Source: an optimization exercise on an open RTL-to-GDS flow (aim: small area, a short achievable clock period and few clock cycles). Production flows keep margins and buffers that such runs may drop.
Where RTL was checked, it was by simulation tests only, not by an equivalence proof against the original.

// taylor_sine
module taylor_sine(
    input clock,
    input reset,
    input start_in,
    input signed [11:0] x_in,
    output reg ready_out,
    output [11:0] sin_out
);
Size in the first run: roughly 1000 cells after synthesis, about 61 flip-flops, roughly 28 I/O pins, roughly 0.0073 mm^2 of cells after synthesis.
Settings: LEC_CHECK=0, ABC_AREA=1, CAP_MARGIN=20, CORE_MARGIN=2, CORE_UTILIZATION=65, CTS_BUF_LIST=sky130_fd_sc_hd__clkbuf_8, SETUP_SLACK_MARGIN=4, SLEW_MARGIN=20; clock period 10.0 ns.
run.sh (not shown) runs the stock make flow with config.mk's settings and CLKGATE_MAP_FILE= SYNTH_SCRIPT=/design/flow/synth_recipe.tcl, a recipe that flattens the netlist after the stock synthesis.
The baseline finished with timing, DRC and antenna clean.
Rerun with:
ABC_AREA = unset   (was 1)
=> Synthesized cell count fell by 22%; non-clock buffer count stays the same; first-iteration DRC count fell by 15%; worst hold slack degrades by 0.040 ns.
No functional check of the RTL was part of any run of this note.

---

Another version of the RTL of taylor_sine (not shown whole).
For scale: ~15000 µm² of cells after synthesis.
export LEC_CHECK = 0
export ABC_AREA = 1
export CAP_MARGIN = 20
export CORE_MARGIN = 2
export CORE_UTILIZATION = 35
export CTS_BUF_LIST = sky130_fd_sc_hd__clkbuf_8
export PLACE_DENSITY = 0.4
export SLEW_MARGIN = 20
create_clock -name core_clock -period 10.0 [get_ports {clock}]
standard.sh (not shown) runs the stock make flow with config.mk's settings and CLKGATE_MAP_FILE= SYNTH_SCRIPT=/design/flow/synth_recipe.tcl, a recipe that flattens the netlist after the stock synthesis.
==> flow/flow/run.sh <==
#!/bin/bash
# The standard layout (the standard.sh, unchanged steps and settings),
# except that the port buffers that global placement inserts on every
# input and output are the small sky130_fd_sc_hd__buf_1 instead of the
# buffer cell the resizer would pick by default.
set -euo pipefail
export BUFFER_PORTS_ARGS="-buffer_cell sky130_fd_sc_hd__buf_1"
bash standard.sh > standard.log 2>&1
The starting point aborted during 5_1_grt.
Change:
- CORE_UTILIZATION: 35 -> 40
- PLACE_DENSITY: 0.4 -> unset
Outcome: The changed run did not get past 5_1_grt. Synthesized area stays the same. Synthesized cell count does not change.
Function was not checked in any run of this note: the RTL went through the layout flow alone.

---

Another version of the RTL of taylor_sine (not shown whole).
Size: roughly 61 flip-flops, ~0.0067 mm^2 of cells after synthesis.
Settings: LEC_CHECK=0, CAP_MARGIN=20, CORE_MARGIN=2, CORE_UTILIZATION=65, CTS_BUF_LIST=sky130_fd_sc_hd__clkbuf_8, SETUP_SLACK_MARGIN=3.5, SLEW_MARGIN=20; clock period 10.0 ns.
run.sh (not shown) runs the stock make flow with config.mk's settings and CLKGATE_MAP_FILE= SYNTH_SCRIPT=/design/flow/synth_recipe.tcl, a recipe that flattens the netlist after the stock synthesis.
Stock flow here: none of the scripts above is used.
Testbench counts at the start, summed over its fixed seeds: cycles 11,192.
Edit:
--- a/flow/config.mk
+++ b/flow/config.mk
@@ -6,8 +6,9 @@
 export NUM_CORES = 4
 export LEC_CHECK = 0
+export ABC_AREA = 1
 export CAP_MARGIN = 20
 export CORE_MARGIN = 2
 export CORE_UTILIZATION = 65
 export CTS_BUF_LIST = sky130_fd_sc_hd__clkbuf_8
-export SETUP_SLACK_MARGIN = 3.5
+export SETUP_SLACK_MARGIN = 4
 export SLEW_MARGIN = 20
Cell count rose by a quarter to a third. Worst setup slack is better by 0.041 ns. Fmax rose slightly. Clock skew hardly moves. Synthesized area rose by roughly a tenth. Non-clock buffer count fell by 1.
Edit:
==> flow/flow/run.sh (new file) <==
#!/bin/bash
# The standard layout (the standard.sh, unchanged steps and settings),
# except that the port buffers that global placement inserts on every
# input and output are the small sky130_fd_sc_hd__buf_1 instead of the
# buffer cell the resizer would pick by default.
set -euo pipefail
export BUFFER_PORTS_ARGS="-buffer_cell sky130_fd_sc_hd__buf_1"
bash standard.sh > standard.log 2>&1
==> flow/standard.sh (new file) <==
#!/bin/bash
# synth_recipe.tcl (not shown) runs the flow's synth.tcl, then flattens the netlist and writes it again
# the make line also repeats each setting of config.mk as NAME=value (left out here)
make -C /OpenROAD-flow-scripts/flow DESIGN_CONFIG=/design/flow/config.mk WORK_HOME=/design/flow/orfs CLKGATE_MAP_FILE= SYNTH_SCRIPT=/design/flow/synth_recipe.tcl "${@:-finish}"
--- a/flow/config.mk
+++ b/flow/config.mk
@@ -6,9 +6,8 @@
 export NUM_CORES = 4
 export LEC_CHECK = 0
-export ABC_AREA = 1
 export CAP_MARGIN = 20
 export CORE_MARGIN = 2
 export CORE_UTILIZATION = 65
 export CTS_BUF_LIST = sky130_fd_sc_hd__clkbuf_8
-export SETUP_SLACK_MARGIN = 4
+export SETUP_SLACK_MARGIN = 4.5
 export SLEW_MARGIN = 20
removed: flow/run.sh
What happened: The changed run finished with timing, DRC and antenna clean; first-iteration DRC count came out lower by 34%; maximum frequency came out lower by 0.95%; die area came out lower by 10%.

---

Setup of old:
RTL: one of the versions met above, not the one the previous note started from.
Size in the first run: ~27 flip-flops, ~28 I/O pins.
Settings: LEC_CHECK=0, ABC_AREA=1, CAP_MARGIN=20, CORE_MARGIN=2, CORE_UTILIZATION=65, CTS_BUF_LIST=sky130_fd_sc_hd__clkbuf_8, SLEW_MARGIN=20; clock period 10.0 ns.
standard.sh (not shown) runs the stock make flow with config.mk's settings and CLKGATE_MAP_FILE= SYNTH_SCRIPT=/design/flow/synth_recipe.tcl, a recipe that flattens the netlist after the stock synthesis.
==> flow/flow/run.sh <==
#!/bin/bash
# The standard layout (the standard.sh, unchanged steps and settings),
# except that the port buffers that global placement inserts on every
# input and output are the small sky130_fd_sc_hd__buf_1 instead of the
# buffer cell the resizer would pick by default.
set -euo pipefail
export BUFFER_PORTS_ARGS="-buffer_cell sky130_fd_sc_hd__buf_1"
bash standard.sh > standard.log 2>&1
old terminated abnormally: global routing reported GRT-0116.
Inputs modified between old and new:
- CORE_UTILIZATION changed from 65 to 50
--- outcome ---
- For new, the flow was terminated by a tool error in global routing and produced no final design.
- In new, width of the die is higher than in old.
- Number of core rows (new / old): 1.15
- Diff old -> new: post-placement cell area went up, setup slack after placement went down, vertical die dimension went up, placed cell count went up, area after synthesis did not really move.
- Compound-cell area share of the yosys netlist came out exactly the same in old and new.
- old has higher initial core utilization than new.
- Against old as the reference, new delivers a higher half-perimeter wire length of the detailed placement result.
Function was not checked in any run of this note: the RTL went through the layout flow alone.

---

taylor_sine, a different RTL version from the one above (not shown whole).
Size in the first run: roughly 780 cells after synthesis, ~28 I/O pins, about 6300 um^2 of cells after synthesis.
Settings: LEC_CHECK=0, CAP_MARGIN=20, CORE_MARGIN=2, CORE_UTILIZATION=65, SETUP_SLACK_MARGIN=4.5, SLEW_MARGIN=20; clock period 10.0 ns.
Scripts as last shown in full above: flow/flow/run.sh
The starting point went through all stages and came out clean.
Testbench counts at the start, summed over its fixed seeds: cycles 11,192.
Edit:
- CTS_BUF_LIST: not set -> sky130_fd_sc_hd__clkbuf_8
- PLACE_DENSITY: not set -> 0.85
- The new run completed without violations
- synthesized area stays the same
- worst hold slack got worse by 0.0087 ns
Edit:
- PLACE_DENSITY: 0.85 -> not set
- SETUP_SLACK_MARGIN: 4.5 -> 5
Outcome:
- The changed run went through all stages and came out clean
- via count is higher by 3.4%
- die area stays the same
- register-to-register slack improved by 0.25 ns
- wire length goes up by 15%
- worst setup slack gains 0.30 ns
- non-clock buffer count rose by 29
- global-route usage went up by 3.8 points
- cell count increases by 3.2%
- final area went up by 8.4%
- synthesized area does not change
Edit:
- CORE_UTILIZATION: 65 -> 55
- SETUP_SLACK_MARGIN: 5 -> 4.5
Result:
- cell area went down by 7.0%
- global-route usage went down by 6.5 points
- sequential cell count does not change
- critical path depth is unchanged
- synthesized cell count is unchanged
- utilization went down by 18 points
- area after synthesis is unchanged
- via count went down by 7.3%
Edit:
- CORE_UTILIZATION: 55 -> 65
- PLACE_DENSITY: not set -> 0.75
=>
- setup slack gains 0.022 ns
- die area fell by 15%
- cell count fell by 2.2%
- non-clock buffer count fell by 6
- routed wire length fell by 6.5%
- hold slack loses 0.0052 ns

---

run A:
taylor_sine again, from the RTL that the note above started with.
clock: 10.0 ns
lec_check: 0
cap_margin: 20
core_margin: 2
core_utilization: 65
cts_buf_list: sky130_fd_sc_hd__clkbuf_8
setup_slack_margin: 4.5
slew_margin: 20
==> flow/flow/run.sh <==
#!/bin/bash
# The standard layout (the standard.sh, unchanged steps and settings),
# with two choices of cell size:
# - the port buffers that global placement inserts on every input and
#   output are sky130_fd_sc_hd__buf_1 instead of the resizer's default pick;
# - at the end of floorplanning, the flip-flops of the multiplier operands
#   (t and the Booth digits b_*), which each drive about 13 loads, are given
#   the stronger sky130_fd_sc_hd__dfxtp_4 (same function, more drive).
set -euo pipefail
here=$(cd "$(dirname "$0")" && pwd)
export BUFFER_PORTS_ARGS="-buffer_cell sky130_fd_sc_hd__buf_1"
export POST_FLOORPLAN_TCL="$here/upsize.tcl"
bash standard.sh > standard.log 2>&1
==> flow/flow/upsize.tcl <==
# Sourced at the end of floorplanning: upsize the operand flip-flops.
set master [[ord::get_db] findMaster sky130_fd_sc_hd__dfxtp_4]
set n 0
foreach inst [[ord::get_db_block] getInsts] {
  set name [$inst getName]
  if {[[$inst getMaster] getName] eq "sky130_fd_sc_hd__dfxtp_1" &&
      ([string match {t\[*} $name] || [string match {b_*} $name])} {
    $inst swapMaster $master
    incr n
  }
}
puts "upsize.tcl: $n flip-flops now sky130_fd_sc_hd__dfxtp_4"
Testbench counts of run A, summed over its fixed seeds: cycles 11,192.
--- input diff run A..run B ---
Settings: CORE_UTILIZATION changed from 65 to 70; PLACE_DENSITY newly set to 0.8.
==> flow/flow/run.sh <==
#!/bin/bash
# The standard layout (the standard.sh, unchanged steps and settings),
# except that the port buffers that global placement inserts on every
# input and output are the small sky130_fd_sc_hd__buf_1 instead of the
# buffer cell the resizer would pick by default.
set -euo pipefail
export BUFFER_PORTS_ARGS="-buffer_cell sky130_fd_sc_hd__buf_1"
bash standard.sh > standard.log 2>&1
removed: flow/flow/upsize.tcl
==> comparison <==
- Run B | status: complete | timing, DRC, antenna: pass
- Run A: no failed stages, no open violations at the end
- Summary of run B over run A: layout-stage area growth over the synthesis result went down, wire length on met1 went down.
- Taking run A as the reference point, the number of non-filler instances in the completed layout of run B falls by 1.8%.
Input-level comparison between run C and run B:
Settings: PLACE_DENSITY: 0.8 -> unset; CORE_UTILIZATION: 70 -> 65.
Results
- From run B to run C the numbers moved as follows: die area higher.
- Reported for run C and run B, depth of the CTS H-tree turned out identical to the last digit.
- Against run B, run C reports a share of the clock period used by the worst path after layout that is higher.
Here is what was changed in the inputs of run D compared with run C.
==> flow/run.sh (new file) <==
#!/bin/bash
# synth_recipe.tcl (not shown) runs the flow's synth.tcl, then flattens the netlist and writes it again
# the make line also repeats each setting of config.mk as NAME=value (left out here)
make -C /OpenROAD-flow-scripts/flow DESIGN_CONFIG=/design/flow/config.mk WORK_HOME=/design/flow/orfs CLKGATE_MAP_FILE= SYNTH_SCRIPT=/design/flow/synth_recipe.tcl finish
removed: flow/flow/run.sh
removed: flow/standard.sh
==> run summary <==
Comparing run C and run D, the lower growth of design area from synthesis to finish is on run C.
The destination of the critical timing path comes out h[11] in one run and t[9] in the other, namely in run D and run C respectively.
When run D is set beside run C, its final-layout fill cell count turns out to be 22 smaller.
Going from run C to run D, final area grew by a few percent.
Going from run C to run D, the total length of routed wires was found to have gone up by 100 µm.
Run D finished all stages; the layout is clean.
Every stage of the flow completed for run C, and the final layout passed the timing, DRC and antenna checks.

## what the ideal ports hide
No port has a modelled driver above. Below, the same layouts with a new extraction and two added sets of constraints.
Step 1, drivers: a clkbuf_16 drives clock and a buf_2 each remaining input, both assumed.
Step 2 also shifts input and output timing later by t, the mid clock arrival at the registers, as if the neighbouring blocks saw the same clock.
a / b / c = no drivers / after step 1 / after step 2; a / b = the first two.
run | t (ns) | setup slack, ns | worst setup path after step 2
the first run of note 1 | 0.384 | 4.393 / 4.393 / 4.393 | register to register
the second run of note 1 | 0.380 | 4.447 / 4.447 / 4.425 | input to register
the first run of note 3 | 0.392 | 4.701 / 4.701 / 4.701 | register to register
the second run of note 3 | 0.376 | 4.742 / 4.742 / 4.742 | register to register
the third run of note 3 | 0.384 | 4.692 / 4.692 / 4.692 | register to register
the first run of note 5 | 0.344 | 4.752 / 4.752 / 4.442 | input to register
the second run of note 5 | 0.344 | 4.744 / 4.751 / 4.407 | input to register
the third run of note 5 | 0.341 | 5.046 / 5.046 / 4.823 | input to register
the fourth run of note 5 | 0.349 | 4.793 / 4.793 / 4.461 | input to register
the fifth run of note 5 | 0.331 | 4.815 / 4.820 / 4.489 | input to register
run A | 0.346 | 4.634 / 4.634 / 4.395 | input to register
run B | 0.345 | 4.772 / 4.774 / 4.439 | input to register
run C | 0.344 | 4.757 / 4.757 / 4.439 | input to register
run D | 0.337 | 4.617 / 4.624 / 4.287 | input to register
After both steps setup and hold are still met in every run listed. For the second run of note 5, which loses most, drivers alone change the setup slack by +0.007 ns; drivers and shift together by -0.337 ns.
